This design comes from an exercise in tuning for small area and a short achievable clock period on the open sky130 flow, not from production work. In this exercise RTL edits were held to simulation tests only and were not proved equivalent to the original. Power figures rest on the tool's default switching activity, not on a simulated workload.

===== design.v =====
module fifo(clk,rst,din,dout,wen,ren,full,empty,fifo_cnt);
 input clk,rst;
 input [31:0] din;
 input wen,ren;
 output reg [4:0] fifo_cnt;
 output reg [31:0] dout;
 output reg full;
 output reg empty;
 reg [31:0] mem [0:15];
 reg [15:0] rsel, wsel;      
 reg        ne, nf;          
 reg [4:0]  ncnt;            
 wire rd  = ren & ne;                
 wire wr  = wen & (nf | ren);        
 wire inc = wr & ~rd;
 wire dec = rd & ~wr;
 wire [4:0] cnt    = ~ncnt;
 wire [4:0] cnt_up = cnt + 5'd1;
 wire [4:0] cnt_dn = cnt - 5'd1;
 wire [4:0] cnt_n  = inc ? cnt_up : dec ? cnt_dn : cnt;
 wire is1  = (cnt == 5'd1);
 wire is15 = (cnt == 5'd15);
 wire empty_n = ne ? (is1 & dec) : ~wen;
 wire full_n  = nf ? (is15 & inc) : ~dec;
 always @(posedge clk) begin
  if (!rst) begin
   fifo_cnt <= 5'd0;
   ncnt     <= 5'h1f;
   empty    <= 1'b1;
   full     <= 1'b0;
   ne       <= 1'b0;
   nf       <= 1'b1;
   wsel     <= 16'd1;
   rsel     <= 16'd1;
  end else begin
   fifo_cnt <= cnt_n;
   ncnt     <= ~cnt_n;
   empty    <= empty_n;
   full     <= full_n;
   ne       <= ~empty_n;
   nf       <= ~full_n;
   if (wr) wsel <= {wsel[14:0], wsel[15]};
   if (rd) rsel <= {rsel[14:0], rsel[15]};
  end
 end
 wire slot_we = nf | (wen & ren);
 integer i;
 always @(posedge clk) begin
  for (i = 0; i < 16; i = i + 1)
   if (slot_we && wsel[i]) mem[i] <= din;
 end
 wire [15:0] rs = rsel & {16{rd}};
 reg [31:0] dout_n;
 always @(*) begin
  dout_n = dout & {32{~rd}};
  for (i = 0; i < 16; i = i + 1)
   dout_n = dout_n | (mem[i] & {32{rs[i]}});
 end
 always @(posedge clk) dout <= dout_n;
endmodule

===== flow/run.sh =====
#!/bin/bash
# The standard layout (standard.sh: the standard flow's synthesis and ORFS steps), with
# three changes:
#  - CTS clusters up to 25 sinks within 100 um and inserts no dummy loads,
#  - port buffers start as buf_4 instead of a delay-cell buffer,
#  - the resizer may swap cells across footprints.
set -euo pipefail
export CTS_ARGS="-sink_clustering_enable -repair_clock_nets -sink_clustering_size 25 -sink_clustering_max_diameter 100 -dont_use_dummy_load"
export BUFFER_PORTS_ARGS="-buffer_cell sky130_fd_sc_hd__buf_4"
bash standard.sh MATCH_CELL_FOOTPRINT=0 finish > standard_flow.log 2>&1

===== config.mk =====
export PLATFORM = sky130hd
export DESIGN_NAME = fifo
export DESIGN_NICKNAME = fifo
export VERILOG_FILES = /design/flow/design.v
export SDC_FILE = /design/flow/constraint.sdc
export NUM_CORES = 4
export LEC_CHECK = 0
export CAP_MARGIN = 20
export CORE_MARGIN = 2
export CORE_UTILIZATION = 40
export SETUP_SLACK_MARGIN = 0.9
export SLEW_MARGIN = 20

===== standard.sh =====
#!/bin/bash
# synth_recipe.tcl (not shown) runs the flow's synth.tcl, then flattens the netlist and writes it again
# the make line also repeats each setting of config.mk as NAME=value (left out here)
make -C /OpenROAD-flow-scripts/flow DESIGN_CONFIG=/design/flow/config.mk WORK_HOME=/design/flow/orfs CLKGATE_MAP_FILE= SYNTH_SCRIPT=/design/flow/synth_recipe.tcl "${@:-finish}"

===== constraint.sdc =====
create_clock -name core_clock -period 2.4 [get_ports {clk}]
set_input_delay 0.4800 -clock core_clock [delete_from_list [all_inputs] [get_ports {clk}]]
set_output_delay 0.4800 -clock core_clock [all_outputs]
set_load 0.01 [all_outputs]

==> out/metrics.cfg, run 1 <==
[synthesis]
synth-simple-area-share_pct=5.289
synthesis.area_sq_um=20980
synthXorXnorAreaFrac_pct=0.08348
synth_most_common_cell=edfxtp_1
netlist_instances=1216
synthTopCellsByArea=edfxtp_1, dfxtp_1, a22oi_1
synthFlopType=edfxtp_1
synth_top_family_by_area=compound AO/OA/AOI/OAI gates
yosysTopAreaCell=edfxtp_1
synth_mux_area_share_pct=0.1193
async_flop_share_pct=0
seq_area_frac_synth_pct=80.72
synth_fa_ha_area_share_pct=0.2385
synth-compound-area-share_pct=11.50
synth-seq-cells=590
ys.warnings.count=2
synth_top_area_share_pct=73.27
post_synth.cell_area_avg_sq_um=17.26
ys_top_cells_by_count=edfxtp_1, a22oi_1, nand2_1
synth_nets=1256
synth_cell_type_count=53
synth-edff-count=512

[grt]
gr-usage-all-layers_pct=22.06
grt_antenna_before_repair=4
grt_pass1_wl_mm=85.55
use_met1_pct=31.72
grt.met3_usage_pct=3.529
met2_usage_pct=35.24
grt_pass1_vias=11822
grt-busiest-layer=met2
grt_overflow=0
grt_start_max_net_pins=46

[critical_path]
critical-path-max-stage-delay_ns=0.38
reg2reg_from=ncnt[0]$_SDFF_PN1_
r2r_cells=6
slowest_stage=dfxtp_4
crit_arrival_ns=1.11
rrSetupSlack_ns=0.89
cp_cell_sequence=buf_6
cp_top_family=flip-flops
r2r-end=fifo_cnt[4]$_SDFF_PN0_
startpoint_type=flip-flop
end_kind=output port
crit_fanout=2
required_ns=1.92
path_buf_inv=1
criticalPathCategory=flip-flop to output port

[timing]
fin_crit_sh_pct=66.16
finalClockSkew_ns=0.03573
finalSetupTns_ns=0
hold_violations=0
layout_min_cycle_time_ns=1.588
rsz0062_at_grt=true
slew-limit-headroom_pct=65.71
worst_pin_slew_ns=0.5133
setup_ws_ns=0.8122
slew_violations=0
fmax_mhz=629.8
setup_viol=0

[drt]
vias_per_cell=6.018
ant_nets=0
wire_per_inst_microns=29.42
drtIter0Drc=1553
vias=12457
drc=0
drt_first_pass_iters=5
routed_wl_mm=60.90

[clock_network]
htreeDepth=1
numCtsBuffers=27
clkLatencyLatePin_ns=0.61
clkSinkCount=590
clock-root-buffer=clkbuf_16
cts.path.max_buffers=3
clk_pin_slew_ns=0.10
cts_tree=yes

[power_and_ir_drop]
ir_drop_mv=0.6748
swShare_pct=21.15
p_comb_share_pct=6.9
power.share.clock_pct=28.0
power_mw=17.78
p_int_mw=14.02
p_leak_nw=7.934
p_seq_share_pct=65.2
power.switching_mw=3.759
power_density_nw_per_um2=706.7

[die]
start_util_pct=40.65
fp.dieH_microns=233.0
die_area_sq_um=54310
core_sq_um=51610
ios=75
fp.dieW_microns=233.0
fp-row-count=83

[placement]
place.gp.congestion=0.7256
place_area_sq_um=22400
io_buffer_count=74
dp_hpwl_mm=28.31
dp_slack_ns=0.07332
dp.cells=1922

[layout]
area_growth_pct=19.89
drive_gt1_share_pct=26.26
final_cells=2070
nNetsFinal=1432
antenna_cells=0
postLayoutCellArea_sq_um=25160

[job]
max_cap_viol_count=0

[worst_hold_path]
holdCritStartpoint=din[25]
min_path_cells=1
worstHoldPathType=input port to flip-flop
hold_path_end=mem[6][25]$_DFFE_PP_

[run_status]
status=finished clean

[layer usage]
metal  vias up  wire, microns  share of wire [%]
li1       5274              -                  -
met1      6448          24410                 40
met2       640          28870                 47
met3        91           6002                9.9
met4         4           1593                2.6
met5         -             26              0.043
[cell usage in the layout (no fill, tap or decap), types with 4 or more instances in the layout]
cell type / count
dfxtp_1: 19
ha_1: 4
nand2_1: 85
edfxtp_1: 512
a22o_1: 5
nand4b_1: 8
a22oi_2: 7
a21oi_1: 16
a222oi_1: 34
o22ai_1: 14
nand3_1: 40
nor2b_1: 7
o21ai_1: 4
a22oi_1: 169
clkbuf_16: 28
buf_4: 109
dfxtp_4: 25
buf_12: 57
buf_6: 45
nor2b_4: 7
a221oi_2: 4
nor2_1: 5
and2b_4: 22
dfxtp_2: 34
a21boi_0: 25
a221oi_1: 6
nand4_1: 32
o21ai_0: 7
[stage by stage]
stage          hold slack [ns]  utilization [%]
4_1_cts                 0.1449            47.67
3_3_place_gp            0.4286            43.40
5_1_grt                 0.1671            48.74
2_1_floorplan           0.4182                -
3_5_place_dp            0.4480            43.40
6_report                0.1687            48.74
[timing repair]
| action | in CTS | in global routing |
|---|---|---|
| cloned | 15 | 0 |
| gates resized for setup | 135 | 56 |
| pin swaps | 3 | 23 |
| buffers inserted | 78 | 28 |
| endpoints found under the setup margin | 577 | 461 |
| hold buffers | 0 | 0 |
[power groups by stage]
| stage | Clock (mW) | Combinational (mW) | Sequential, mW |
|---|---|---|---|
| 6_report | 4.97 | 1.22 | 11.6 |
| 5_1_grt | 5.39 | 1.31 | 11.6 |
| 4_1_cts | 5.06 | 1.14 | 11.6 |
| 3_5_place_dp | 0 | 0.945 | 11.8 |
| 3_3_place_gp | 0 | 0.921 | 11.8 |
| 2_1_floorplan | 0 | 0.395 | 11.8 |
[cell type report]
class | instances | area, sq um
Fill cell | 4219 | 26460
Sequential cell | 590 | 17070
Multi-Input combinational cell | 552 | 3969
Timing Repair Buffer | 218 | 2576
Tap cell | 680 | 850.8
Clock buffer | 27 | 675.6
Inverter | 3 | 11.26
[worst reg2reg max path, delay by kind of cell (launching register included)]
| family | cells | cell delay, ns |
|---|---|---|
| AOI/OAI and AO/OA | 1 | 0.25 |
| and+or+nand+nor | 2 | 0.25 |
| buffers and inverters | 1 | 0.06 |
| adders and majority gates | 2 | 0.50 |
| DFF | 1 | 0.39 |
[kinds of logic after synthesis]
logic type	Yosys count
adders and majority gates	4
xor gates and xnor gates	2
DFF	590
buffers and inverters	88
and+or+nand+nor	214
AOI/OAI and AO/OA	316
muxes	2
[flip-flops by register name (all words and copies together), names as in the netlist]
signal    count
dout         32
fifo_cnt      5
nf            1
mem         512
empty         1
wsel         16
full          1
rsel         16
ncnt          5
ne            1
[worst max path at each step]
stage                        from                      to  slack (ns)  cells past startpoint
3_5_place_dp                  wen    mem[8][12]$_DFFE_PP_        0.07                      4
6_report          dout[5]$_DFF_P_                 dout[5]        0.81                      1
3_3_place_gp                  wen    mem[8][12]$_DFFE_PP_        0.15                      4
4_1_cts           dout[5]$_DFF_P_                 dout[5]        0.79                      1
5_1_grt        ncnt[0]$_SDFF_PN1_  fifo_cnt[4]$_SDFF_PN0_        0.78                      6
2_1_floorplan                 ren     mem[0][0]$_DFFE_PP_        0.68                      4
==> run 2: changes to the inputs <==
--- a/config.mk
+++ b/config.mk
@@ -8,5 +8,5 @@
 export CAP_MARGIN = 20
 export CORE_MARGIN = 2
 export CORE_UTILIZATION = 40
-export SETUP_SLACK_MARGIN = 0.9
+export SETUP_SLACK_MARGIN = 1.0
 export SLEW_MARGIN = 20
==> out/metrics.cfg, run 2 <==
[run_status]
status=finished clean  ; unchanged

[die]
start_util_pct=40.65  ; unchanged
fp.dieW_microns=233.0  ; unchanged
core_sq_um=51610  ; unchanged
die_area_sq_um=54310  ; unchanged
fp-row-count=83  ; unchanged
ios=75  ; unchanged
fp.dieH_microns=233.0  ; unchanged

[synthesis]
synthesis.area_sq_um=20980  ; unchanged
synth_nets=1256  ; unchanged
synth_top_area_share_pct=73.27  ; unchanged
synth-edff-count=512  ; unchanged
synthFlopType=edfxtp_1  ; unchanged
synth_most_common_cell=edfxtp_1  ; unchanged
seq_area_frac_synth_pct=80.72  ; unchanged
synth_cell_type_count=53  ; unchanged
synth-seq-cells=590  ; unchanged
ys_top_cells_by_count=edfxtp_1, a22oi_1, nand2_1  ; unchanged
netlist_instances=1216  ; unchanged
post_synth.cell_area_avg_sq_um=17.26  ; unchanged
async_flop_share_pct=0  ; unchanged
synthTopCellsByArea=edfxtp_1, dfxtp_1, a22oi_1  ; unchanged
ys.warnings.count=2  ; unchanged
yosysTopAreaCell=edfxtp_1  ; unchanged

[placement]
dp_slack_ns=0.2969  ; was 0.07332 ns
dp_hpwl_mm=27.45  ; was 28.31 mm
place.gp.congestion=0.7456  ; was 0.7256
io_buffer_count=74  ; unchanged

[critical_path]
required_ns=1.92  ; about the same
critical-path-max-stage-delay_ns=0.37  ; was 0.38 ns
r2r_cells=6  ; unchanged
cp_cell_sequence=buf_6  ; unchanged
rrSetupSlack_ns=0.85  ; was 0.89 ns
crit_fanout=2  ; unchanged
slowest_stage=dfxtp_4  ; unchanged
cp_top_family=flip-flops  ; unchanged
reg2reg_from=rsel[0]$_SDFFE_PN1P_  ; was ncnt[0]$_SDFF_PN1_
r2r-end=dout[29]$_DFF_P_  ; was fifo_cnt[4]$_SDFF_PN0_
path_buf_inv=1  ; unchanged
startpoint_type=flip-flop  ; unchanged
end_kind=output port  ; unchanged
crit_arrival_ns=1.10  ; was 1.11 ns
cp.depth=1  ; unchanged
criticalPathCategory=flip-flop to output port  ; unchanged

[drt]
ant_nets=0  ; unchanged
vias=13046  ; was 12.46k
wire_per_inst_microns=31.34  ; was 29.42 microns
drc=0  ; unchanged
routed_wl_mm=66.51  ; was 60.90 mm
drtIter0Drc=1971  ; was 1,553
drt_first_pass_iters=6  ; was 5
vias_per_cell=6.148  ; was 6.018

[power_and_ir_drop]
power_mw=17.96  ; was 17.78 mW
p_leak_nw=8.442  ; was 7.934 nW
ir_drop_mv=0.6973  ; was 0.6748 mV
power_density_nw_per_um2=677.8  ; was 706.7 nW/um^2

[clock_network]
numCtsBuffers=27  ; unchanged
clk_pin_slew_ns=0.10  ; about the same
clkSinkCount=590  ; unchanged
clock-root-buffer=clkbuf_16  ; unchanged
cts.path.max_buffers=3  ; unchanged
htreeDepth=1  ; unchanged
cts_tree=yes  ; unchanged
clkLatencyLatePin_ns=0.60  ; was 0.61 ns

[timing]
setup_ws_ns=0.8193  ; was 0.8122 ns
worst_pin_slew_ns=0.4885  ; was 0.5133 ns
finalClockSkew_ns=0.02521  ; was 0.03573 ns
rsz0062_at_grt=true  ; unchanged
slew-limit-headroom_pct=67.43  ; was 65.71%
fin_crit_sh_pct=65.86  ; was 66.16%
slew_violations=0  ; unchanged
hold_violations=0  ; unchanged
layout_min_cycle_time_ns=1.581  ; was 1.588 ns
fmax_mhz=632.6  ; was 629.8 MHz
finalSetupTns_ns=0  ; unchanged
setup_viol=0  ; unchanged

[grt]
grt_start_max_net_pins=46  ; unchanged
gr-usage-all-layers_pct=22.98  ; was 22.06%
grt_antenna_before_repair=7  ; was 4
grt_pass1_wl_mm=87.93  ; was 85.55 mm
grt_overflow=0  ; unchanged
grt_pass1_vias=12241  ; was 11.82k

[layout]
drive_gt1_share_pct=30.30  ; was 26.26%
final_cell_mix=edfxtp_1, a22oi_1, buf_4, nand2_1, buf_12  ; unchanged
largest_register_ffs=512  ; unchanged
final_common_cell=edfxtp_1  ; unchanged
top_regs=mem x512, dout x32  ; unchanged
regMostFlops=mem  ; unchanged
area_growth_pct=26.25  ; was 19.89%
nNetsFinal=1481  ; was 1,432

[worst_hold_path]
min_path_cells=1  ; unchanged
worstHoldPathType=input port to flip-flop  ; unchanged
hold_path_end=mem[14][26]$_DFFE_PP_  ; was mem[6][25]$_DFFE_PP_
holdCritStartpoint=din[26]  ; was din[25]

[job]
max_cap_viol_count=0  ; unchanged

## run 2: changes by cell type in the layout (fill, tap and decap cells not counted), sizes merged
cell / previous run / this run
buf: 216 / 248
clkbuf: 29 / 48
diode: 0 / 3
nor2b: 14 / 12
## run 2: final cells by class
type                    instances  area [sq um]
fillers                      3934         25120
diodes                          3         7.507
repair buffers                269          3784
clock buffers                  27         675.6
well taps                     680         850.8
flip-flops and latches        590         17070
inverters                       3         13.76
multi-input cells             550          4085
## run 2: worst max-delay path by stage
stage	startpoint	end
global route	dout[1]$_DFF_P_	dout[1]
CTS	dout[9]$_DFF_P_	dout[9]
finish	dout[9]$_DFF_P_	dout[9]
detailed placement	ren	dout[22]$_DFF_P_
floorplan	ren	mem[0][0]$_DFFE_PP_
global placement	ren	mem[5][6]$_DFFE_PP_
## run 2: where the power goes
group | leakage (nW) | total, mW | internal (mW) | switching, mW
clock network | 0.333 | 5.02 | 2.01 | 3.00
logic | 2.80 | 1.35 | 0.690 | 0.660
registers | 5.31 | 11.6 | 11.4 | 0.199
## run 2: stage by stage
step                cells  hold slack [ns]  util, %  cell area, sq um
floorplan            1216           0.4182        -             21110
global placement     1910           0.4306    43.18             22290
detailed placement   1910           0.4444    43.18             22290
CTS                  2086           0.1418    49.81             25710
global route         2120           0.1640    51.32             26490
finish               2122           0.1642    51.32             26490
## run 2: timing repair
| item | in CTS | in global routing |
|---|---|---|
| setup buffers | 120 | 23 |
| hold buffers | 0 | 0 |
| pin swaps | 47 | 39 |
| gates resized for setup | 198 | 75 |
| setup endpoints to repair | 609 | 590 |
| gates cloned | 29 | 10 |
| hold endpoints to repair | 0 | 0 |
## run 2: cells by family after synthesis
logic type | count (synthesis) | synth area share (%)
DFF | 590 | 80.72
AOI/OAI and AO/OA | 316 | 11.50
and+or+nand+nor | 214 | 5.289
buffers and inverters | 88 | 2.051
adders and majority gates | 4 | 0.2385
xor gates and xnor gates | 2 | 0.08350
muxes | 2 | 0.1192
## run 2: routing by layer
metal | GRT usage, % | part of all wire (%)
met1 | 30.21 | 37
met2 | 35.48 | 46
met3 | 7.941 | 13
met4 | 8.121 | 4.1
met5 | 0 | 0.22
==> run 3: changes to the inputs <==
--- a/design.v
+++ b/design.v
@@ -49,12 +49,13 @@
   for (i = 0; i < 16; i = i + 1)
    if (slot_we && wsel[i]) mem[i] <= din;
  end
- wire [15:0] rs = rsel & {16{rd}};
- reg [31:0] dout_n;
+ reg [31:0] rdata;
  always @(*) begin
-  dout_n = dout & {32{~rd}};
+  rdata = 32'd0;
   for (i = 0; i < 16; i = i + 1)
-   dout_n = dout_n | (mem[i] & {32{rs[i]}});
+   rdata = rdata | (mem[i] & {32{rsel[i]}});
  end
- always @(posedge clk) dout <= dout_n;
+ always @(posedge clk) begin
+  if (rd) dout <= rdata;
+ end
 endmodule
--- a/config.mk
+++ b/config.mk
@@ -8,5 +8,5 @@
 export CAP_MARGIN = 20
 export CORE_MARGIN = 2
 export CORE_UTILIZATION = 40
-export SETUP_SLACK_MARGIN = 1.0
+export SETUP_SLACK_MARGIN = 0.8
 export SLEW_MARGIN = 20
==> out/metrics.cfg, run 3 <==
[run_status]
status=finished clean  ; unchanged

[synthesis]
synth_top_area_share_pct=77.95  ; was 73.27%
ys_top_cells_by_count=edfxtp_1, a221oi_1, a22o_1  ; was edfxtp_1, a22oi_1, nand2_1
synth_cell_type_count=37  ; was 53
synth_nets=1157  ; was 1,256
yosysTopAreaCell=edfxtp_1  ; unchanged
ys.warnings.count=2  ; unchanged
synthTopCellsByArea=edfxtp_1, a221oi_1, a22o_1  ; was edfxtp_1, dfxtp_1, a22oi_1
synth_most_common_cell=edfxtp_1  ; unchanged
synthFlopType=edfxtp_1  ; unchanged
seq_area_frac_synth_pct=82.35  ; was 80.72%
synth-edff-count=544  ; was 512
async_flop_share_pct=0  ; unchanged
synthesis.area_sq_um=20960  ; was 20,980 sq um
synth-seq-cells=590  ; unchanged
netlist_instances=1117  ; was 1,216
post_synth.cell_area_avg_sq_um=18.76  ; was 17.26 sq um

[critical_path]
rrSetupSlack_ns=0.78  ; was 0.85 ns
crit_arrival_ns=1.18  ; was 1.10 ns
r2r-end=dout[21]$_DFFE_PP_  ; was dout[29]$_DFF_P_
slowest_stage=edfxtp_1  ; was dfxtp_4
crit_fanout=1  ; was 2
r2r_cells=4  ; was 6
cp.depth=1  ; unchanged
reg2reg_from=rsel[12]$_SDFFE_PN0P_  ; was rsel[0]$_SDFFE_PN1P_
criticalPathCategory=flip-flop to output port  ; unchanged
critical-path-max-stage-delay_ns=0.45  ; was 0.37 ns
required_ns=1.92  ; about the same
cp_top_family=flip-flops  ; unchanged
path_buf_inv=1  ; unchanged
end_kind=output port  ; unchanged
cp_cell_sequence=buf_6  ; unchanged
startpoint_type=flip-flop  ; unchanged

[clock_network]
cts.path.max_buffers=3  ; unchanged
clk_pin_slew_ns=0.10  ; about the same
clkSinkCount=590  ; unchanged
htreeDepth=1  ; unchanged
cts_tree=yes  ; unchanged
clock-root-buffer=clkbuf_16  ; unchanged
numCtsBuffers=27  ; unchanged
clkLatencyLatePin_ns=0.59  ; was 0.60 ns

[layout]
drive_gt1_share_pct=21.24  ; was 30.30%
multiInputGateArea_sq_um=3669  ; was 4085 sq um
top_regs=mem x512, dout x32  ; unchanged
largest_register_ffs=512  ; unchanged
antenna_cells=0  ; was 3
regMostFlops=mem  ; unchanged
final_cell_mix=edfxtp_1, a22o_1, a221oi_1, buf_4, nand2_1  ; was edfxtp_1, a22oi_1, buf_4, nand2_1, buf_12
nNetsFinal=1280  ; was 1,481
area_growth_pct=17.45  ; was 26.25%
regArea_sq_um=17320  ; was 17,070 sq um
final_cells=1918  ; was 2,122
final_common_cell=edfxtp_1  ; unchanged
nFillCells=4284  ; was 3,934

[grt]
grt_overflow=0  ; unchanged
grt_pass1_wl_mm=78.52  ; was 87.93 mm
gr-usage-all-layers_pct=20.28  ; was 22.98%
grt-busiest-layer=met2  ; unchanged
use_met1_pct=29.19  ; was 30.21%
grt_pass1_vias=11173  ; was 12.24k
met2_usage_pct=32.24  ; was 35.48%
grt_antenna_before_repair=1  ; was 7
grt.met3_usage_pct=3.676  ; was 7.941%
grt_start_max_net_pins=49  ; was 46

[power_and_ir_drop]
ir_drop_mv=0.4578  ; was 0.6973 mV
p_int_mw=13.66  ; was 14.10 mW
p_comb_share_pct=4.3  ; was 7.5%
p_seq_share_pct=66.8  ; was 64.6%
power.share.clock_pct=28.9  ; was 27.9%
power.switching_mw=3.441  ; was 3.861 mW
p_leak_nw=7.835  ; was 8.442 nW
swShare_pct=20.12  ; was 21.50%
power_density_nw_per_um2=694.9  ; was 677.8 nW/um^2

[placement]
dp_slack_ns=0.1039  ; was 0.2969 ns
dp_hpwl_mm=27.44  ; was 27.45 mm
place.gp.congestion=0.7210  ; was 0.7456
dp.cells=1829  ; was 1,910
io_buffer_count=74  ; unchanged

[timing]
hold_violations=0  ; unchanged
finalSetupTns_ns=0  ; unchanged
finalClockSkew_ns=0.02855  ; was 0.02521 ns
setup_viol=0  ; unchanged
slew-limit-headroom_pct=55.73  ; was 67.43%
fin_crit_sh_pct=69.19  ; was 65.86%
hold_ws_ns=0.1891  ; was 0.1642 ns
fmax_mhz=602.2  ; was 632.6 MHz
worst_pin_slew_ns=0.6641  ; was 0.4885 ns
setup_ws_ns=0.7394  ; was 0.8193 ns
layout_min_cycle_time_ns=1.661  ; was 1.581 ns
rsz0062_at_grt=true  ; unchanged
slew_violations=0  ; unchanged

[die]
die_area_sq_um=54240  ; was 54,310 sq um
start_util_pct=40.68  ; was 40.65%
fp-row-count=83  ; unchanged
fp.dieW_microns=232.9  ; was 233.0 microns
fp.dieH_microns=232.9  ; was 233.0 microns
ios=75  ; unchanged
core_sq_um=51510  ; was 51,610 sq um

[drt]
wire_per_inst_microns=29.68  ; was 31.34 microns
ant_nets=0  ; unchanged
drt_first_pass_iters=5  ; was 6
routed_wl_mm=56.94  ; was 66.51 mm
vias_per_cell=6.066  ; was 6.148
drc=0  ; unchanged
drtIter0Drc=1394  ; was 1,971
vias=11634  ; was 13.05k

[worst_hold_path]
min_path_cells=1  ; unchanged
hold_path_end=mem[0][18]$_DFFE_PP_  ; was mem[14][26]$_DFFE_PP_
holdCritStartpoint=din[18]  ; was din[26]
worstHoldPathType=input port to flip-flop  ; unchanged

[job]
max_cap_viol_count=0  ; unchanged

==> run 3: power by group through the flow <==
stage | sequential [mW] | clock, mW | combinational, mW
2_1_floorplan | 11.7 | 0 | 0.286
4_1_cts | 11.4 | 5.05 | 0.697
3_3_place_gp | 11.7 | 0 | 0.618
6_report | 11.4 | 4.95 | 0.729
5_1_grt | 11.4 | 5.37 | 0.786
3_5_place_dp | 11.7 | 0 | 0.634
==> run 3: final cells by class <==
class	count	area share [%]
Multi-Input combinational cell	448	14.90
Sequential cell	590	70.37
Clock buffer	27	2.745
Tap cell	680	3.457
Timing Repair Buffer	169	8.464
Inverter	4	0.06100
==> run 3: how the worst max path moves through the flow <==
stage | from | end | slack [ns]
2_1_floorplan | ren | mem[0][0]$_DFFE_PP_ | 0.59
3_3_place_gp | ren | mem[8][17]$_DFFE_PP_ | 0.17
3_5_place_dp | wen | mem[8][11]$_DFFE_PP_ | 0.10
4_1_cts | dout[26]$_DFFE_PP_ | dout[26] | 0.71
5_1_grt | dout[26]$_DFFE_PP_ | dout[26] | 0.70
6_report | dout[26]$_DFFE_PP_ | dout[26] | 0.74
==> run 3: cell families (layout without fill, tap and decap cells) <==
group                    count (synthesis)  count (layout)  share of synthesized area, %
AND/OR/NAND/NOR                        138             138                         3.278
buffers and inverters                   79             200                         1.463
AO/OA/AOI/OAI                          300             300                         12.35
flip-flops                             590             590                         82.35
multiplexers                             6               6                        0.3224
adder cells (fa/ha/maj)                  4               4                        0.2388
==> run 3: stage by stage <==
step / instance area (sq um) / utilization, % / total power [mW]
3_3_place_gp: 22610 / 43.90 / 12.31
3_5_place_dp: 22630 / 43.94 / 12.34
5_1_grt: 24610 / 47.78 / 17.59
6_report: 24610 / 47.78 / 17.10
4_1_cts: 24030 / 46.65 / 17.18
2_1_floorplan: 21110 / - / 11.96
==> run 3: per-layer routing <==
metal | share of wire, % | up-vias
met5 | 0.023 | -
met4 | 2.5 | 2
met3 | 7.9 | 73
met2 | 47 | 560
met1 | 43 | 6122
li1 | - | 4877
==> run 3: timing repair <==
action                                  CTS  global route
cloned                                    0             1
buffers inserted                         32            29
pin swaps                                 1             3
hold buffers                              0             0
resized for setup                        58            31
hold endpoints to repair                  0             0
endpoints found under the setup margin  514           255
==> run 3: worst reg2reg max path: stages (launching register included) <==
cell      delay [ns]
dfxtp_4         0.44
buf_6           0.19
a22o_1          0.22
a221oi_1        0.26
nand4_1         0.21
==> run 4: changes to the inputs <==
--- a/design.v
+++ b/design.v
@@ -49,13 +49,12 @@
   for (i = 0; i < 16; i = i + 1)
    if (slot_we && wsel[i]) mem[i] <= din;
  end
- reg [31:0] rdata;
+ wire [15:0] rs = rsel & {16{rd}};
+ reg [31:0] dout_n;
  always @(*) begin
-  rdata = 32'd0;
+  dout_n = dout & {32{~rd}};
   for (i = 0; i < 16; i = i + 1)
-   rdata = rdata | (mem[i] & {32{rsel[i]}});
+   dout_n = dout_n | (mem[i] & {32{rs[i]}});
  end
- always @(posedge clk) begin
-  if (rd) dout <= rdata;
- end
+ always @(posedge clk) dout <= dout_n;
 endmodule
==> flow/run.sh (replaced) <==
#!/bin/bash
# The standard layout (standard.sh: the standard flow's synthesis and ORFS steps), with
# three changes:
#  - CTS clusters up to 20 sinks within 80 um and inserts no dummy loads,
#  - port buffers start as buf_4 instead of a delay-cell buffer,
#  - the resizer may swap cells across footprints.
set -euo pipefail
export CTS_ARGS="-sink_clustering_enable -repair_clock_nets -sink_clustering_size 20 -sink_clustering_max_diameter 80 -dont_use_dummy_load"
export BUFFER_PORTS_ARGS="-buffer_cell sky130_fd_sc_hd__buf_4"
bash standard.sh MATCH_CELL_FOOTPRINT=0 finish > standard_flow.log 2>&1
--- a/config.mk
+++ b/config.mk
@@ -8,5 +8,5 @@
 export CAP_MARGIN = 20
 export CORE_MARGIN = 2
 export CORE_UTILIZATION = 40
-export SETUP_SLACK_MARGIN = 0.8
+export SETUP_SLACK_MARGIN = 0.9
 export SLEW_MARGIN = 20
==> out/metrics.cfg, run 4 <==
[run_status]
status=finished clean  ; unchanged

[timing]
fmax_mhz=645.8  ; was 602.2 MHz
slew_violations=0  ; unchanged
finalClockSkew_ns=0.06979  ; was 0.02855 ns
hold_ws_ns=0.2028  ; was 0.1891 ns
hold_violations=0  ; unchanged
rsz0062_at_grt=true  ; unchanged
fin_crit_sh_pct=64.52  ; was 69.19%
finalSetupTns_ns=0  ; unchanged
layout_min_cycle_time_ns=1.548  ; was 1.661 ns
slew-limit-headroom_pct=60.69  ; was 55.73%
worst_pin_slew_ns=0.5884  ; was 0.6641 ns
setup_viol=0  ; unchanged

[synthesis]
seq_area_frac_synth_pct=80.72  ; was 82.35%
yosysTopAreaCell=edfxtp_1  ; unchanged
netlist_instances=1216  ; was 1,117
post_synth.cell_area_avg_sq_um=17.26  ; was 18.76 sq um
ys_top_cells_by_count=edfxtp_1, a22oi_1, nand2_1  ; was edfxtp_1, a221oi_1, a22o_1
synth_most_common_cell=edfxtp_1  ; unchanged
ys.warnings.count=2  ; unchanged
synthFlopType=edfxtp_1  ; unchanged
synthesis.area_sq_um=20980  ; was 20,960 sq um
synth_nets=1256  ; was 1,157
synth_top_area_share_pct=73.27  ; was 77.95%
synth_cell_type_count=53  ; was 37
synth-edff-count=512  ; was 544
synthTopCellsByArea=edfxtp_1, dfxtp_1, a22oi_1  ; was edfxtp_1, a221oi_1, a22o_1
async_flop_share_pct=0  ; unchanged
synth-seq-cells=590  ; unchanged

[die]
start_util_pct=40.65  ; was 40.68%
die_area_sq_um=54310  ; was 54,240 sq um
core_sq_um=51610  ; was 51,510 sq um
fp.dieH_microns=233.0  ; was 232.9 microns
fp.dieW_microns=233.0  ; was 232.9 microns
fp-row-count=83  ; unchanged
ios=75  ; unchanged

[drt]
vias_per_cell=5.985  ; was 6.066
drt_first_pass_iters=6  ; was 5
vias=12407  ; was 11.63k
ant_nets=0  ; unchanged
drtIter0Drc=1613  ; was 1,394
routed_wl_mm=60.72  ; was 56.94 mm
wire_per_inst_microns=29.29  ; was 29.68 microns
drc=0  ; unchanged

[clock_network]
postCtsHoldBufs=0  ; unchanged
htreeDepth=2  ; was 1
clock-root-buffer=clkbuf_16  ; unchanged
clkSinkCount=590  ; unchanged
clk_pin_slew_ns=0.09  ; was 0.10 ns
cts.path.max_buffers=3  ; unchanged
cts_tree=yes  ; unchanged
numCtsBuffers=35  ; was 27
clkLatencyLatePin_ns=0.58  ; was 0.59 ns

[layout]
area_growth_pct=20.28  ; was 17.45%
final_cell_mix=edfxtp_1, a22oi_1, buf_4, nand2_1, buf_12  ; was edfxtp_1, a22o_1, a221oi_1, buf_4, nand2_1
nNetsFinal=1435  ; was 1,280
final_common_cell=edfxtp_1  ; unchanged
regMostFlops=mem  ; unchanged
drive_gt1_share_pct=25.63  ; was 21.24%
antenna_cells=0  ; unchanged
top_regs=mem x512, dout x32  ; unchanged
largest_register_ffs=512  ; unchanged

[power_and_ir_drop]
ir_drop_mv=0.4915  ; was 0.4578 mV
p_int_mw=14.59  ; was 13.66 mW
p_seq_share_pct=62.7  ; was 66.8%
p_comb_share_pct=6.4  ; was 4.3%
power_density_nw_per_um2=732.5  ; was 694.9 nW/um^2
swShare_pct=21.09  ; was 20.12%
power_mw=18.49  ; was 17.10 mW
p_leak_nw=7.985  ; was 7.835 nW
power.share.clock_pct=30.9  ; was 28.9%
power.switching_mw=3.899  ; was 3.441 mW

[critical_path]
criticalPathCategory=flip-flop to output port  ; unchanged
end_kind=output port  ; unchanged
cp_top_family=flip-flops  ; unchanged
slowest_stage=dfxtp_4  ; was edfxtp_1
startpoint_type=flip-flop  ; unchanged
required_ns=1.92  ; about the same
path_buf_inv=1  ; unchanged
cp_cell_sequence=buf_6  ; unchanged
critical-path-max-stage-delay_ns=0.37  ; was 0.45 ns
crit_arrival_ns=1.07  ; was 1.18 ns
crit_fanout=2  ; was 1
rrSetupSlack_ns=0.89  ; was 0.78 ns

[placement]
dp_hpwl_mm=28.31  ; was 27.44 mm
place.gp.congestion=0.7256  ; was 0.7210
io_buffer_count=74  ; unchanged

[grt]
grt-busiest-layer=met2  ; unchanged
grt_start_max_net_pins=46  ; was 49
gr-usage-all-layers_pct=21.97  ; was 20.28%
use_met1_pct=29.99  ; was 29.19%
grt_overflow=0  ; unchanged
grt_antenna_before_repair=2  ; was 1
grt_pass1_vias=12070  ; was 11.17k
met2_usage_pct=35.31  ; was 32.24%
grt_pass1_wl_mm=84.97  ; was 78.52 mm
grt.met3_usage_pct=4.191  ; was 3.676%

[worst_hold_path]
worstHoldPathType=input port to flip-flop  ; unchanged

[job]
max_cap_viol_count=0  ; unchanged

==> run 4: cell type report <==
| type | count | area (sq um) |
|---|---|---|
| Fill cell | 4223 | 26380 |
| Sequential cell | 590 | 17060 |
| Multi-Input combinational cell | 552 | 3935 |
| Timing Repair Buffer | 213 | 2507 |
| Clock buffer | 35 | 875.8 |
| Tap cell | 680 | 850.8 |
| Inverter | 3 | 11.26 |
==> run 4: path summary, 6_finish.rpt <==
kind,end,cells after the start,from
worst max-delay path,dout[19],1,dout[19]$_DFF_P_
worst min-delay path,mem[0][29]$_DFFE_PP_,1,din[29]
worst max register to register,rsel[2]$_SDFFE_PN0P_,5,ne$_SDFF_PN0_
worst min register to register,dout[30]$_DFF_P_,2,mem[2][30]$_DFFE_PP_
==> run 4: what timing repair did <==
action	in CTS	in global routing
endpoints found under the setup margin	571	253
buffers inserted	80	18
gates resized for setup	117	39
pin swaps	1	26
cloned	16	2
==> run 4: per-layer routing <==
layer / vias to the layer above / part of all wire (%)
met1: 6372 / 39
li1: 5280 / -
met5: - / 0.040
met4: 4 / 3.4
met2: 628 / 47
met3: 123 / 9.7
==> run 4: per-stage QoR <==
| step | std cells | worst slack, ns | instance area [sq um] | util, % |
|---|---|---|---|---|
| finish | 2073 | 0.8516 | 25240 | 48.90 |
| global route | 2073 | 0.8358 | 25240 | 48.90 |
| CTS | 2053 | 0.8313 | 24850 | 48.14 |
| detailed placement | 1922 | 0.07332 | 22400 | 43.40 |
| global placement | 1922 | 0.1504 | 22400 | 43.40 |
| floorplan | 1216 | 0.6829 | 21080 | - |
==> run 4: power groups by stage <==
stage                     sequential, mW  clock [mW]  combinational [mW]
after floorplan                     11.8           0               0.395
after global placement              11.8           0               0.921
after detailed placement            11.8           0               0.945
after CTS                           11.6        5.80                1.15
after global routing                11.6        6.10                1.27
final                               11.6        5.72                1.18
==> run 4: cells by family (layout without fill, tap and decap cells) <==
family                     count (synthesis)  in the layout  synth area share (%)
muxes                                      2              2                0.1192
buffers and inverters                     88            251                 2.051
DFF                                      590            590                 80.72
and+or+nand+nor                          214            228                 5.289
AOI/OAI and AO/OA                        316            316                 11.50
adders and majority gates                  4              4                0.2385
xor gates and xnor gates                   2              2               0.08350
==> run 5: changes to the inputs <==
--- a/config.mk
+++ b/config.mk
@@ -8,5 +8,5 @@
 export CAP_MARGIN = 20
 export CORE_MARGIN = 2
 export CORE_UTILIZATION = 40
-export SETUP_SLACK_MARGIN = 0.9
+export SETUP_SLACK_MARGIN = 0.85
 export SLEW_MARGIN = 20
==> out/metrics.cfg, run 5 <==
[run_status]
status=finished clean  ; unchanged

[synthesis]
seq_area_frac_synth_pct=80.72  ; unchanged
synth-edff-count=512  ; unchanged
ys.warnings.count=2  ; unchanged
synth_most_common_cell=edfxtp_1  ; unchanged
synth_cell_type_count=53  ; unchanged
post_synth.cell_area_avg_sq_um=17.26  ; unchanged
yosysTopAreaCell=edfxtp_1  ; unchanged
async_flop_share_pct=0  ; unchanged
netlist_instances=1216  ; unchanged
synthesis.area_sq_um=20980  ; unchanged
synthFlopType=edfxtp_1  ; unchanged
synth-seq-cells=590  ; unchanged
synth_top_area_share_pct=73.27  ; unchanged
synthTopCellsByArea=edfxtp_1, dfxtp_1, a22oi_1  ; unchanged
synth_nets=1256  ; unchanged
ys_top_cells_by_count=edfxtp_1, a22oi_1, nand2_1  ; unchanged

[clock_network]
clock-root-buffer=clkbuf_16  ; unchanged
numCtsBuffers=35  ; unchanged
clk_pin_slew_ns=0.08  ; was 0.09 ns
clkSinkCount=590  ; unchanged
cts.path.max_buffers=3  ; unchanged
clkLatencyLatePin_ns=0.58  ; about the same
postCtsHoldBufs=0  ; unchanged
cts_tree=yes  ; unchanged
htreeDepth=2  ; unchanged

[placement]
dp_hpwl_mm=28.31  ; unchanged
io_buffer_count=74  ; unchanged
place.gp.congestion=0.7256  ; unchanged
place_area_sq_um=22400  ; unchanged

[drt]
drtIter0Drc=1476  ; was 1,613
routed_wl_mm=57.98  ; was 60.72 mm
vias_per_cell=6.003  ; was 5.985
wire_per_inst_microns=28.87  ; was 29.29 microns
drc=0  ; unchanged
drt_first_pass_iters=6  ; unchanged
vias=12054  ; was 12.41k
ant_nets=0  ; unchanged

[layout]
nFillCells=4356  ; was 4,223
top_regs=mem x512, dout x32  ; unchanged
drive_gt1_share_pct=20.50  ; was 25.63%
nNetsFinal=1369  ; was 1,435
regMostFlops=mem  ; unchanged
postLayoutCellArea_sq_um=24070  ; was 25,240 sq um
final_cell_mix=edfxtp_1, a22oi_1, buf_4, nand2_1, nand3_1  ; was edfxtp_1, a22oi_1, buf_4, nand2_1, buf_12
final_common_cell=edfxtp_1  ; unchanged
area_growth_pct=14.73  ; was 20.28%
largest_register_ffs=512  ; unchanged

[die]
ios=75  ; unchanged
fp-row-count=83  ; unchanged
fp.dieH_microns=233.0  ; unchanged
die_area_sq_um=54310  ; unchanged
start_util_pct=40.65  ; unchanged
core_sq_um=51610  ; unchanged
fp.dieW_microns=233.0  ; unchanged

[grt]
grt_pass1_wl_mm=82.34  ; was 84.97 mm
grt_overflow=0  ; unchanged
grt_start_max_net_pins=46  ; unchanged
grt_pass1_vias=11672  ; was 12.07k
grt_antenna_before_repair=4  ; was 2
gr-usage-all-layers_pct=21.13  ; was 21.97%

[critical_path]
startpoint_type=flip-flop  ; unchanged
end_kind=output port  ; unchanged
cp_cell_sequence=buf_6  ; unchanged
criticalPathCategory=flip-flop to output port  ; unchanged
slowest_stage=dfxtp_4  ; unchanged
critical-path-max-stage-delay_ns=0.37  ; about the same
crit_arrival_ns=1.06  ; was 1.07 ns
cp_top_family=flip-flops  ; unchanged
path_buf_inv=1  ; unchanged
crit_fanout=2  ; unchanged
required_ns=1.92  ; about the same

[timing]
rsz0062_at_grt=true  ; unchanged
slew-limit-headroom_pct=55.10  ; was 60.69%
hold_violations=0  ; unchanged
worst_pin_slew_ns=0.6721  ; was 0.5884 ns
finalSetupTns_ns=0  ; unchanged
finalClockSkew_ns=0.06791  ; was 0.06979 ns
layout_min_cycle_time_ns=1.543  ; was 1.548 ns
setup_viol=0  ; unchanged
fmax_mhz=648.0  ; was 645.8 MHz
fin_crit_sh_pct=64.30  ; was 64.52%
slew_violations=0  ; unchanged

[worst_hold_path]
worstHoldPathType=input port to flip-flop  ; unchanged

[power_and_ir_drop]
power_density_nw_per_um2=760.9  ; was 732.5 nW/um^2
ir_drop_mv=0.4867  ; was 0.4915 mV
p_leak_nw=7.488  ; was 7.985 nW

[job]
max_cap_viol_count=0  ; unchanged

-- run 5: changes by cell type in the layout (fill, tap and decap cells not counted), moves of 3 or more --
cell,before,now
buf_12,56,16
dfxtp_1,25,33
and2b_4,22,18
buf_4,113,107
and2b_2,0,4
dfxtp_4,22,18
a221oi_1,7,10
dfxtp_2,31,27
a221oi_2,3,0
buf_6,38,20
-- run 5: worst paths after layout --
| kind | cells past startpoint | slack [ns] | startpoint | end |
|---|---|---|---|---|
| worst max-delay path | 1 | 0.86 | dout[19]$_DFF_P_ | dout[19] |
| worst min-delay path | 1 | 0.21 | din[29] | mem[0][29]$_DFFE_PP_ |
| worst max register to register | 3 | 0.87 | nf$_SDFF_PN1_ | mem[9][21]$_DFFE_PP_ |
| worst min register to register | 2 | 0.46 | mem[2][30]$_DFFE_PP_ | dout[30]$_DFF_P_ |
-- run 5: cell families after synthesis --
logic type | share of synthesized area, %
simple gates | 5.289
xor+xnor | 0.08350
compound gates | 11.50
flops | 80.72
buf+inv | 2.051
fa+ha+maj | 0.2385
mux | 0.1192
-- run 5: where the power goes --
part           switching, mW  internal, mW
clock network           3.09          2.61
logic                  0.562         0.487
registers              0.185          11.4
total                   3.84          14.5
-- run 5: what timing repair did --
item / CTS / global route
resized for setup: 83 / 23
pin swaps: 1 / 8
gates cloned: 15 / 0
endpoints found under the hold margin: 0 / 0
endpoints found under the setup margin: 563 / 92
setup buffers: 28 / 7
-- run 5: per-stage QoR --
stage / util, % / hold WS, ns / total power, mW / cells / setup slack, ns
after CTS: 46.28 / 0.1811 / 18.40 / 2000 / 0.8083
after global placement: 43.40 / 0.4286 / 12.70 / 1922 / 0.1504
after detailed placement: 43.40 / 0.4480 / 12.72 / 1922 / 0.07332
after global routing: 46.64 / 0.2037 / 18.84 / 2007 / 0.8226
after floorplan: - / 0.4182 / 12.15 / 1216 / 0.6829
final: 46.64 / 0.2074 / 18.32 / 2008 / 0.8569
-- run 5: layout make-up --
class	instances	area, sq um	area share (%)
Clock buffer	35	875.8	3.638
Antenna cell	1	2.502	0.01039
Tap cell	680	850.8	3.534
Inverter	3	11.26	0.04678
Multi-Input combinational cell	552	3865	16.05
Sequential cell	590	17040	70.77
Timing Repair Buffer	147	1431	5.946
-- run 5: routing by layer --
metal,global-route usage [%],up-vias,wire (microns)
li1,-,5151,-
met5,0,-,31
met2,34.11,539,27620
met1,29.64,6247,23960
met3,3.211,113,4683
met4,6.369,4,1684
==> run 6: changes to the inputs <==
==> flow/run.sh (replaced) <==
#!/bin/bash
# The standard layout (standard.sh: the standard flow's synthesis and ORFS steps), with
# three changes:
#  - CTS clusters up to 15 sinks within 60 um and inserts no dummy loads,
#  - port buffers start as buf_4 instead of a delay-cell buffer,
#  - the resizer may swap cells across footprints.
set -euo pipefail
export CTS_ARGS="-sink_clustering_enable -repair_clock_nets -sink_clustering_size 15 -sink_clustering_max_diameter 60 -dont_use_dummy_load"
export BUFFER_PORTS_ARGS="-buffer_cell sky130_fd_sc_hd__buf_4"
bash standard.sh MATCH_CELL_FOOTPRINT=0 finish > standard_flow.log 2>&1
--- a/config.mk
+++ b/config.mk
@@ -8,5 +8,5 @@
 export CAP_MARGIN = 20
 export CORE_MARGIN = 2
 export CORE_UTILIZATION = 40
-export SETUP_SLACK_MARGIN = 0.85
+export SETUP_SLACK_MARGIN = 0.9
 export SLEW_MARGIN = 20
==> out/metrics.cfg, run 6 <==
[run_status]
status=finished clean  ; unchanged

[critical_path]
cp_cell_sequence=a21oi_4 -> buf_6 -> buf_8 -> buf_6 -> and2b_4  ; was buf_6
end_kind=flip-flop  ; was output port
slowest_stage=and2b_4  ; was dfxtp_4
r2r_cells=5  ; was 3
crit_fanout=8  ; was 2
critical-path-max-stage-delay_ns=0.42  ; was 0.37 ns
startpoint_type=flip-flop  ; unchanged
criticalPathCategory=flip-flop to flip-flop  ; was flip-flop to output port
required_ns=2.62  ; was 1.92 ns
cp_common_cell=buf_6
cp.depth=5  ; was 1
crit_arrival_ns=1.78  ; was 1.06 ns
path_buf_inv=3  ; was 1
cp_top_family=simple AND/OR/NAND/NOR gates  ; was flip-flops

[synthesis]
yosysTopAreaCell=edfxtp_1  ; unchanged
netlist_instances=1216  ; unchanged
seq_area_frac_synth_pct=80.72  ; unchanged
synthFlopType=edfxtp_1  ; unchanged
synth-seq-cells=590  ; unchanged
synth-edff-count=512  ; unchanged
synthTopCellsByArea=edfxtp_1, dfxtp_1, a22oi_1  ; unchanged
synth_top_area_share_pct=73.27  ; unchanged
synthesis.area_sq_um=20980  ; unchanged
synth_cell_type_count=53  ; unchanged
synth_nets=1256  ; unchanged
ys.warnings.count=2  ; unchanged
synth_most_common_cell=edfxtp_1  ; unchanged
ys_top_cells_by_count=edfxtp_1, a22oi_1, nand2_1  ; unchanged
async_flop_share_pct=0  ; unchanged
post_synth.cell_area_avg_sq_um=17.26  ; unchanged

[grt]
grt_start_max_net_pins=46  ; unchanged
gr-usage-all-layers_pct=22.70  ; was 21.13%
grt_pass1_vias=12149  ; was 11.67k
grt_pass1_wl_mm=87.54  ; was 82.34 mm
grt_overflow=0  ; unchanged
grt_antenna_before_repair=0  ; was 4

[timing]
worst_pin_slew_ns=0.6292  ; was 0.6721 ns
fin_crit_sh_pct=64.99  ; was 64.30%
hold_violations=0  ; unchanged
setup_ws_ns=0.8403  ; was 0.8569 ns
finalClockSkew_ns=0.07858  ; was 0.06791 ns
rsz0062_at_grt=true  ; unchanged
slew_violations=0  ; unchanged
layout_min_cycle_time_ns=1.560  ; was 1.543 ns
finalSetupTns_ns=0  ; unchanged
slew-limit-headroom_pct=57.99  ; was 55.10%
fmax_mhz=641.2  ; was 648.0 MHz
setup_viol=0  ; unchanged

[clock_network]
clk_pin_slew_ns=0.07  ; was 0.08 ns
clkSinkCount=590  ; unchanged
numCtsBuffers=47  ; was 35
clock-root-buffer=clkbuf_16  ; unchanged
clkLatencyLatePin_ns=0.60  ; was 0.58 ns
cts_tree=yes  ; unchanged
htreeDepth=2  ; unchanged
postCtsHoldBufs=0  ; unchanged
cts.path.max_buffers=3  ; unchanged

[worst_hold_path]
min_path_cells=1  ; unchanged
worstHoldPathType=input port to flip-flop  ; unchanged

[power_and_ir_drop]
power_density_nw_per_um2=768.5  ; was 760.9 nW/um^2
p_leak_nw=8.093  ; was 7.488 nW
p_seq_share_pct=59.5  ; was 63.2%
ir_drop_mv=0.4544  ; was 0.4867 mV
power.switching_mw=4.095  ; was 3.838 mW
swShare_pct=20.98  ; was 20.95%
p_comb_share_pct=6.0  ; was 5.7%
power.share.clock_pct=34.6  ; was 31.1%
p_int_mw=15.42  ; was 14.48 mW

[layout]
top_regs=mem x512, dout x32  ; unchanged
final_common_cell=edfxtp_1  ; unchanged
final_core_util_pct=49.20  ; was 46.64%
area_growth_pct=21.03  ; was 14.73%
nFillCells=4224  ; was 4,356
final_cell_mix=edfxtp_1, a22oi_1, buf_4, nand2_1, clkbuf_16  ; was edfxtp_1, a22oi_1, buf_4, nand2_1, nand3_1
nNetsFinal=1448  ; was 1,369
largest_register_ffs=512  ; unchanged
drive_gt1_share_pct=25.82  ; was 20.50%
regMostFlops=mem  ; unchanged
postLayoutCellArea_sq_um=25390  ; was 24,070 sq um

[placement]
place.gp.congestion=0.7256  ; unchanged
io_buffer_count=74  ; unchanged
place_area_sq_um=22400  ; unchanged
dp_slack_ns=0.07332  ; unchanged
dp_hpwl_mm=28.31  ; unchanged

[drt]
met1_length_mm=25.26  ; was 23.96 mm
dr.max_layer_used=met4  ; was met5
drc=0  ; unchanged
wire_per_inst_microns=30.38  ; was 28.87 microns
drtIter0Drc=1625  ; was 1,476
wl_met3_mm=6.558  ; was 4.683 mm
ant_nets=0  ; unchanged
drt_first_pass_iters=8  ; was 6
vias_per_cell=6.124  ; was 6.003
routed_wl_mm=63.41  ; was 57.98 mm
met2_length_mm=29.68  ; was 27.62 mm
vias=12781  ; was 12.05k

[die]
core_sq_um=51610  ; unchanged
fp.dieW_microns=233.0  ; unchanged
fp.dieH_microns=233.0  ; unchanged
ios=75  ; unchanged
fp-row-count=83  ; unchanged
start_util_pct=40.65  ; unchanged
die_area_sq_um=54310  ; unchanged

[job]
max_cap_viol_count=0  ; unchanged

-- run 6: cell counts after synthesis --
Identical to the previous run, type by type.
-- run 6: kinds of logic (layout without fill, tap and decap cells) --
group	Yosys count	count (layout)	share of synthesized area, %
and+or+nand+nor	214	241	5.289
DFF	590	590	80.72
adders and majority gates	4	4	0.2385
muxes	2	2	0.1192
AOI/OAI and AO/OA	316	316	11.50
xor gates and xnor gates	2	2	0.08350
other	0	1	0
buffers and inverters	88	251	2.051
-- run 6: power groups by stage --
stage / combinational [mW] / clock [mW] / sequential [mW]
floorplan: 0.395 / 0 / 11.8
CTS: 1.11 / 6.83 / 11.6
detailed placement: 0.945 / 0 / 11.8
global route: 1.25 / 7.19 / 11.6
finish: 1.16 / 6.75 / 11.6
global placement: 0.921 / 0 / 11.8
-- run 6: per-stage QoR --
stage	std cells	hold slack, ns	power [mW]
after floorplan	1216	0.4182	12.15
after global placement	1922	0.4286	12.70
after detailed placement	1922	0.4480	12.72
after CTS	2057	0.1650	19.56
after global routing	2086	0.1828	20.06
final	2087	0.1805	19.52
-- run 6: layer usage --
metal	vias up	track usage, %
li1	5329	-
met1	6622	31.65
met2	710	36.31
met3	120	3.995
met4	0	7.126
met5	-	0
-- run 6: worst paths after layout --
| check | start | to | slack, ns |
|---|---|---|---|
| max | nf$_SDFF_PN1_ | mem[7][26]$_DFFE_PP_ | 0.84 |
| min | din[29] | mem[7][29]$_DFFE_PP_ | 0.18 |
| max reg2reg | nf$_SDFF_PN1_ | mem[7][26]$_DFFE_PP_ | 0.84 |
| min reg2reg | mem[2][30]$_DFFE_PP_ | dout[30]$_DFF_P_ | 0.46 |
-- run 6: layout make-up --
cell class,instances,area (sq um),area share [%]
Inverter,3,11.26,0.04434
Clock buffer,47,1176,4.631
Sequential cell,590,17060,67.18
Timing Repair Buffer,201,2265,8.918
Antenna cell,1,2.502,0.009854
Tap cell,680,850.8,3.350
Multi-Input combinational cell,565,4029,15.87
-- run 6: timing repair --
action	CTS	global route
cloned	28	4
buffers inserted	60	25
setup endpoints to repair	571	168
pin swaps	1	19
resized for setup	175	41
==> run 7: changes to the inputs <==
--- a/design.v
+++ b/design.v
@@ -6,8 +6,8 @@
  output reg [31:0] dout;
  output reg full;
  output reg empty;
- reg [31:0] mem [0:15];
- reg [15:0] rsel, wsel;      
+ reg [31:0] mem [0:16];
+ reg [16:0] rsel, wsel;      
  reg        ne, nf;          
  reg [4:0]  ncnt;            
  wire rd  = ren & ne;                
@@ -30,8 +30,8 @@
    full     <= 1'b0;
    ne       <= 1'b0;
    nf       <= 1'b1;
-   wsel     <= 16'd1;
-   rsel     <= 16'd1;
+   wsel     <= 17'd1;
+   rsel     <= 17'd1;
   end else begin
    fifo_cnt <= cnt_n;
    ncnt     <= ~cnt_n;
@@ -39,21 +39,20 @@
    full     <= full_n;
    ne       <= ~empty_n;
    nf       <= ~full_n;
-   if (wr) wsel <= {wsel[14:0], wsel[15]};
-   if (rd) rsel <= {rsel[14:0], rsel[15]};
+   if (wr) wsel <= {wsel[15:0], wsel[16]};
+   if (rd) rsel <= {rsel[15:0], rsel[16]};
   end
  end
- wire slot_we = nf | (wen & ren);
  integer i;
  always @(posedge clk) begin
-  for (i = 0; i < 16; i = i + 1)
-   if (slot_we && wsel[i]) mem[i] <= din;
+  for (i = 0; i < 17; i = i + 1)
+   if (wsel[i]) mem[i] <= din;
  end
- wire [15:0] rs = rsel & {16{rd}};
+ wire [16:0] rs = rsel & {17{rd}};
  reg [31:0] dout_n;
  always @(*) begin
   dout_n = dout & {32{~rd}};
-  for (i = 0; i < 16; i = i + 1)
+  for (i = 0; i < 17; i = i + 1)
    dout_n = dout_n | (mem[i] & {32{rs[i]}});
  end
  always @(posedge clk) dout <= dout_n;
==> flow/run.sh (replaced) <==
#!/bin/bash
# The standard layout (standard.sh: the standard flow's synthesis and ORFS steps), with
# three changes:
#  - CTS clusters up to 20 sinks within 80 um and inserts no dummy loads,
#  - port buffers start as buf_4 instead of a delay-cell buffer,
#  - the resizer may swap cells across footprints.
set -euo pipefail
export CTS_ARGS="-sink_clustering_enable -repair_clock_nets -sink_clustering_size 20 -sink_clustering_max_diameter 80 -dont_use_dummy_load"
export BUFFER_PORTS_ARGS="-buffer_cell sky130_fd_sc_hd__buf_4"
bash standard.sh MATCH_CELL_FOOTPRINT=0 finish > standard_flow.log 2>&1
==> out/metrics.cfg, run 7 <==
[run_status]
status=finished clean  ; unchanged

[drt]
drtIter0Drc=1469  ; was 1,625
wire_per_inst_microns=27.77  ; was 30.38 microns
vias_per_cell=5.935  ; was 6.124
routed_wl_mm=58.49  ; was 63.41 mm
drc=0  ; unchanged
ant_nets=0  ; unchanged
vias=12499  ; was 12.78k
drt_first_pass_iters=8  ; unchanged

[synthesis]
synthTopCellsByArea=edfxtp_1, dfxtp_1, a22oi_1  ; unchanged
netlist_instances=1283  ; was 1,216
synth_cell_type_count=32  ; was 53
synth_most_common_cell=edfxtp_1  ; unchanged
async_flop_share_pct=0  ; unchanged
synth-seq-cells=624  ; was 590
synth-edff-count=544  ; was 512
synth_top_area_share_pct=74.31  ; was 73.27%
synthesis.area_sq_um=21980  ; was 20,980 sq um
seq_area_frac_synth_pct=81.59  ; was 80.72%
synthFlopType=edfxtp_1  ; unchanged
ys.warnings.count=2  ; unchanged
synth_nets=1323  ; was 1,256
yosysTopAreaCell=edfxtp_1  ; unchanged
post_synth.cell_area_avg_sq_um=17.13  ; was 17.26 sq um
ys_top_cells_by_count=edfxtp_1, a22oi_1, nand2_1  ; unchanged

[die]
die_area_sq_um=56850  ; was 54,310 sq um
start_util_pct=40.69  ; was 40.65%
ios=75  ; unchanged
fp.dieH_microns=238.4  ; was 233.0 microns
fp.dieW_microns=238.4  ; was 233.0 microns
fp-row-count=85  ; was 83
core_sq_um=54030  ; was 51,610 sq um

[grt]
grt_overflow=0  ; unchanged
grt_start_max_net_pins=54  ; was 46
grt_pass1_vias=12205  ; was 12.15k
grt_antenna_before_repair=1  ; was 0
gr-usage-all-layers_pct=20.25  ; was 22.70%
grt_pass1_wl_mm=83.70  ; was 87.54 mm

[clock_network]
cts.path.max_buffers=3  ; unchanged
clock-root-buffer=clkbuf_16  ; unchanged
numCtsBuffers=37  ; was 47
postCtsHoldBufs=0  ; unchanged
htreeDepth=2  ; unchanged
clkSinkCount=624  ; was 590
clkLatencyLatePin_ns=0.57  ; was 0.60 ns
cts_tree=yes  ; unchanged
clk_pin_slew_ns=0.08  ; was 0.07 ns

[placement]
dp_hpwl_mm=32.01  ; was 28.31 mm
io_buffer_count=74  ; unchanged
place.gp.congestion=0.7696  ; was 0.7256
dp_slack_ns=0.4949  ; was 0.07332 ns

[timing]
hold_violations=0  ; unchanged
finalClockSkew_ns=0.02568  ; was 0.07858 ns
worst_pin_slew_ns=0.7365  ; was 0.6292 ns
slew-limit-headroom_pct=50.90  ; was 57.99%
slew_violations=0  ; unchanged
setup_viol=0  ; unchanged
layout_min_cycle_time_ns=1.573  ; was 1.560 ns
setup_ws_ns=0.8267  ; was 0.8403 ns
fin_crit_sh_pct=65.55  ; was 64.99%
fmax_mhz=635.6  ; was 641.2 MHz
finalSetupTns_ns=0  ; unchanged
rsz0062_at_grt=true  ; unchanged

[critical_path]
crit_fanout=12  ; was 8
startpoint_type=flip-flop  ; unchanged
crit_arrival_ns=2.03  ; was 1.78 ns
endpoint=dout[18]$_DFF_P_  ; was mem[7][26]$_DFFE_PP_
r2r_cells=5  ; unchanged
end_kind=flip-flop  ; unchanged
rrSetupSlack_ns=0.83  ; was 0.84 ns
required_ns=2.85  ; was 2.62 ns
r2r-end=dout[18]$_DFF_P_  ; was mem[7][26]$_DFFE_PP_
critPathLaunch=rsel[3]$_SDFFE_PN0P_  ; was nf$_SDFF_PN1_
reg2reg_from=rsel[3]$_SDFFE_PN0P_  ; was nf$_SDFF_PN1_
criticalPathCategory=flip-flop to flip-flop  ; unchanged

[power_and_ir_drop]
power_mw=19.26  ; was 19.52 mW
ir_drop_mv=0.3416  ; was 0.4544 mV
p_leak_nw=8.277  ; was 8.093 nW
power_density_nw_per_um2=752.9  ; was 768.5 nW/um^2

[layout]
regMostFlops=mem  ; unchanged
regArea_sq_um=18090  ; was 17,060 sq um
drive_gt1_share_pct=23.33  ; was 25.82%
antenna_cells=0  ; was 1
multiInputGateArea_sq_um=3866  ; was 4029 sq um
final_common_cell=edfxtp_1  ; unchanged
area_growth_pct=16.37  ; was 21.03%
top_regs=mem x544, dout x32  ; was mem x512, dout x32
nFillCells=4525  ; was 4,224
nNetsFinal=1452  ; was 1,448
final_cell_mix=edfxtp_1, a22oi_1, nand2_1, buf_4, buf_6  ; was edfxtp_1, a22oi_1, buf_4, nand2_1, clkbuf_16
largest_register_ffs=544  ; was 512

[worst_hold_path]
worstHoldPathType=input port to flip-flop  ; unchanged
min_path_cells=1  ; unchanged

[job]
max_cap_viol_count=0  ; unchanged

run 7: cell count changes after synthesis, moves of 12 or more:
cell / before / now
a221oi_1: 10 / 31
a22o_1: 5 / 31
a22oi_1: 176 / 160
buf_2: 35 / 17
nor2_1: 5 / 27
o21ai_1: 0 / 15
nand2_1: 85 / 115
clkbuf_1: 39 / 69
o22ai_1: 16 / 0
a21oi_1: 17 / 4
edfxtp_1: 512 / 544
nor3_1: 2 / 14
run 7: how the worst min path moves through the flow:
stage / start / slack, ns / to
6_report: din[5] / 0.21 / mem[7][5]$_DFFE_PP_
5_1_grt: din[11] / 0.22 / mem[7][11]$_DFFE_PP_
4_1_cts: wen / 0.18 / empty$_SDFF_PN1_
3_5_place_dp: dout[14]$_DFF_P_ / 0.43 / dout[14]$_DFF_P_
3_3_place_gp: dout[14]$_DFF_P_ / 0.43 / dout[14]$_DFF_P_
2_1_floorplan: dout[0]$_DFF_P_ / 0.46 / dout[0]$_DFF_P_
run 7: layer usage:
metal	share of wire [%]	vias to the layer above	GRT usage [%]	routed length, microns
li1	-	5392	-	-
met1	41	6446	27.86	23900
met2	47	583	32.73	27770
met3	9.6	76	4.408	5614
met4	2.0	2	5.398	1197
met5	0.015	-	0	9
run 7: area by class of cell:
class	count	area share [%]
multi-input combinational	566	15.11
clock buffer	37	3.619
timing repair buffer	178	7.077
tap	696	3.404
inverter	5	0.07336
sequential	624	70.71
run 7: worst max-delay path, cell delays in order (launching register included):
cell and delay, ns:
dfxtp_4 0.39, buf_12 0.16, a222oi_1 0.43, nand4_1 0.23, o21ai_2 0.18, nand2_1 0.07
run 7: logic make-up after synthesis:
kind of cell	synth area share, %
and+or+nand+nor	4.923
AOI/OAI and AO/OA	11.45
xor gates and xnor gates	0.1195
DFF	81.59
buffers and inverters	1.685
adders and majority gates	0.2277
run 7: stage by stage:
stage | std cells | utilization [%] | hold WS, ns | area, sq um
floorplan | 1283 | - | 0.4625 | 21980
global placement | 2020 | 43.83 | 0.4286 | 23680
detailed placement | 2020 | 43.83 | 0.4308 | 23680
CTS | 2089 | 46.75 | 0.1802 | 25260
global route | 2106 | 47.35 | 0.2198 | 25580
finish | 2106 | 47.35 | 0.2114 | 25580
run 7: timing repair:
item | in CTS | in global routing
cloned | 0 | 1
setup endpoints to repair | 73 | 101
pin swaps | 12 | 23
resized for setup | 123 | 37
setup buffers | 32 | 16
run 7: power by group:
part / switching [mW] / internal (mW)
sequential: 0.182 / 12.0
combinational: 0.556 / 0.489
clock: 3.26 / 2.75

==> separate check: timing with driven ports <==
The results above use ideal ports. As a check the final layouts listed here were re-extracted and re-timed, cells and wires unchanged. Step 1, drivers: a clkbuf_16 drives clk and a buf_2 each remaining input, both assumed. Step 2, shift: input delay + t, output delay - t, t = (earliest + latest rising clock arrival at the registers) / 2. This alone moves slack from input paths to output paths. Three values: no drivers, after step 1, after step 2; two values: the first two.
| run | t, ns | setup WS [ns] | hold slack, ns | worst slew at a driven data input, ns |
|---|---|---|---|---|
| run 1 | 0.641 | 0.812 / 0.759 / 0.457 | 0.169 / 0.147 / 0.461 | 0.09 |
| run 2 | 0.647 | 0.819 / 0.762 / 0.398 | 0.164 / 0.132 / 0.473 | 0.04 |
| run 3 | 0.635 | 0.739 / 0.683 / 0.568 | 0.189 / 0.161 / 0.495 | 0.12 |
| run 4 | 0.599 | 0.852 / 0.799 / 0.418 | 0.203 / 0.184 / 0.464 | 0.09 |
| run 5 | 0.598 | 0.857 / 0.804 / 0.435 | 0.207 / 0.188 / 0.464 | 0.08 |
| run 6 | 0.613 | 0.840 / 0.791 / 0.415 | 0.181 / 0.162 / 0.462 | 0.09 |
| run 7 | 0.615 | 0.827 / 0.789 / 0.678 | 0.211 / 0.180 / 0.444 | 0.10 |
After both steps every run listed still meets setup and hold. For run 4, which loses most, drivers alone change the setup slack by -0.053 ns; drivers and shift together by -0.434 ns.
